This design comes from an exercise in tuning for a short achievable clock period and few clock cycles on the open sky130 flow, not from production work.
In this exercise RTL edits were held to simulation tests only and were not proved equivalent to the original.
Power and IR drop assume default switching activity.

==> inputs of job 9482 <==
Design GeMIPS, start of the top module:
module GeMIPS (
           input     wire               rst,
           input     wire               clk,
           output    wire[31:0]         rom_addr_o,
           output    wire               ce_o,
           input     wire[31:0]         rom_data_i,
           input    wire[31:0]          ram2_data_i,
           output   wire[31:0]          ram2_addr_o,
           output   wire[31:0]          ram2_data_o,
           output   wire                ram2_we_o,
           output   wire[3:0]           ram2_sel_o,
           output   wire                ram2_ce_o
       );
reg [31:0] pc_f;
reg        ce_q;
reg [31:0] inst_d;
reg        v_d;
reg [31:0] a_e, b_e;
reg [15:0] imm_e;
reg [4:0]  sa_e;
reg        fam_e, faw_e, fbm_e, fbw_e;      
reg        add_e, and_e, or_e, xor_e, sll_e, srl_e;
reg        mul_e, ld_e, st_e, byte_e;
reg        beq_e, bne_e, bgtz_e, pred_e, jr_e;
reg [31:0] alt_pc_e;
reg        we_e;
reg [4:0]  rd_e;
reg [31:0] res_m;
reg        we_m, ld_m, mul_m;
reg [4:0]  rd_m;
reg        ce_m, rd_n_m;                     
reg [31:0] addr_m, data_m;
reg [3:0]  sel_m;
reg [31:0] res_w;
reg        we_w;
reg [4:0]  rd_w;
reg [31:0] regs [1:31];
assign rom_addr_o  = pc_f;
assign ce_o        = ce_q;
assign ram2_ce_o   = ce_m;
assign ram2_we_o   = rd_n_m;
assign ram2_addr_o = addr_m;
assign ram2_data_o = data_m;
assign ram2_sel_o  = sel_m;
wire [5:0]  op  = inst_d[31:26];
wire [4:0]  rs  = inst_d[25:21];
wire [4:0]  rt  = inst_d[20:16];
wire [4:0]  rd  = inst_d[15:11];
wire [4:0]  sa  = inst_d[10:6];
wire [5:0]  fn  = inst_d[5:0];
wire [15:0] imm = inst_d[15:0];
wire is_special = (op == 6'b000000);
wire is_ralu    = is_special & fn[5];                       
wire is_shift   = is_special & ~fn[5] & ~fn[3];             
wire is_jr      = is_special & ~fn[5] & fn[3];              
  ...
Settings: LEC_CHECK=0, CAP_MARGIN=20, CORE_MARGIN=2, CORE_UTILIZATION=40, SLEW_MARGIN=20; clock period 14.5 ns.
run.sh (not shown) runs the stock make flow with config.mk's settings and CLKGATE_MAP_FILE= SYNTH_SCRIPT=/design/flow/synth_recipe.tcl, a recipe that flattens the netlist after the stock synthesis.
==> job 6243: changes against job 9482 <==
==> flow/flow/run.sh (new file) <==
#!/bin/bash
# Standard ORFS layout (the standard.sh, standard synthesis unchanged), with the
# timing repair steps asked to keep a large setup margin so that they size and buffer
# the critical paths even though the design meets the 14.5 ns period easily.
set -euo pipefail
MARGIN=10.5
bash standard.sh SETUP_SLACK_MARGIN=$MARGIN finish > standard_flow.log 2>&1
==> flow/standard.sh (new file) <==
#!/bin/bash
# synth_recipe.tcl (not shown) runs the flow's synth.tcl, then flattens the netlist and writes it again
# the make line also repeats each setting of config.mk as NAME=value (left out here)
make -C /OpenROAD-flow-scripts/flow DESIGN_CONFIG=/design/flow/config.mk WORK_HOME=/design/flow/orfs CLKGATE_MAP_FILE= SYNTH_SCRIPT=/design/flow/synth_recipe.tcl "${@:-finish}"
removed: flow/run.sh
==> comparison table <==
item                                                                job 6243   job 9482
Fraction of the core area covered by cells at the end of the flow     48.65%     45.11%
Maximum number of pins on one net before global-route repair             126        121
Total Nets Final                                                        7998       7626
Number of buffers outside the clock class in the layout                  716        344
Setup slack at placement                                             8686 ps    8868 ps
Run status                                          timing/DRC/antenna clean  timing/DRC/antenna clean
Endpoint arrival time on the critical path                           5160 ps    6530 ps
Switching portion of total power                                      42.75%     42.02%
Placed Cells                                                            9657       9648
Post-route met1 wirelength                                         128000 um  118400 um
Aggregate routed wire length                                       350100 um  314100 um
CP dominant cell by count                                              inv_1    mux2i_1
Overall power after layout                                          21.71 mW   18.15 mW
Clock share of power                                                   19.8%      23.8%
Met1 capacity usage during global routing                             38.71%     35.60%
Portion of total power attributed to combinational logic               55.9%      47.4%
First-pass GRT wire length                                         480700 um  444100 um
Final antenna diode count                                                 13          6
Clock insertion delay at the later pin of the skew report             860 ps     840 ps
Worst hold margin                                                   393.4 ps   392.3 ps
Detailed-routed wire length on met2                                160100 um  146800 um
Met2 Use GR                                                           48.22%     44.75%
Overall via count from detail_route                                    64324      60317
Final Worst Setup Slack                                             10030 ps    8706 ps
Post-CTS Setup Inserts                                                   221          0
RSZ-0062 raised after global routing                                    true      false
Non-clock buffer share                                                7.476%     3.158%
Testbench counts of job 9482, summed over its fixed seeds: cycles 181,986.
Testbench counts of job 6243, summed over its fixed seeds: cycles 181,986.

[afterwards: timing with drivers on the ports]
How much do the figures lean on ideal ports? The routed layouts below were timed once more, with nothing changed but the port constraints. Step 1 (the two cells are an assumption about what drives the block):
set clk [get_ports {clk}]
set_driving_cell -lib_cell sky130_fd_sc_hd__clkbuf_16 $clk
set_driving_cell -lib_cell sky130_fd_sc_hd__buf_2 [delete_from_list [all_inputs] $clk]
Step 2 adds t to the input delays and takes it off the output delays; t is the mean of the earliest and latest rising clock arrival at the registers after step 1. Input paths then give back, and output paths get back, about the clock's delay inside the block. a / b / c = ideal ports / drivers / drivers and shift; a / b = the first two.
run	shift t [ns]	slack for setup (ns)	hold WS [ns]	latest minus earliest clock arrival (ns)	worst slew at a driven data input, ns
job 9482	0.901	8.706 / 8.706 / 8.706	0.392 / 0.392 / 0.392	0.063 / 0.063	0.08
job 6243	0.923	10.033 / 10.033 / 9.670	0.393 / 0.393 / 0.393	0.074 / 0.074	0.09
After both steps every run listed still meets setup and hold. The setup slack of job 6243, which loses most, moves by 0.000 ns with the drivers and by -0.363 ns with both steps.
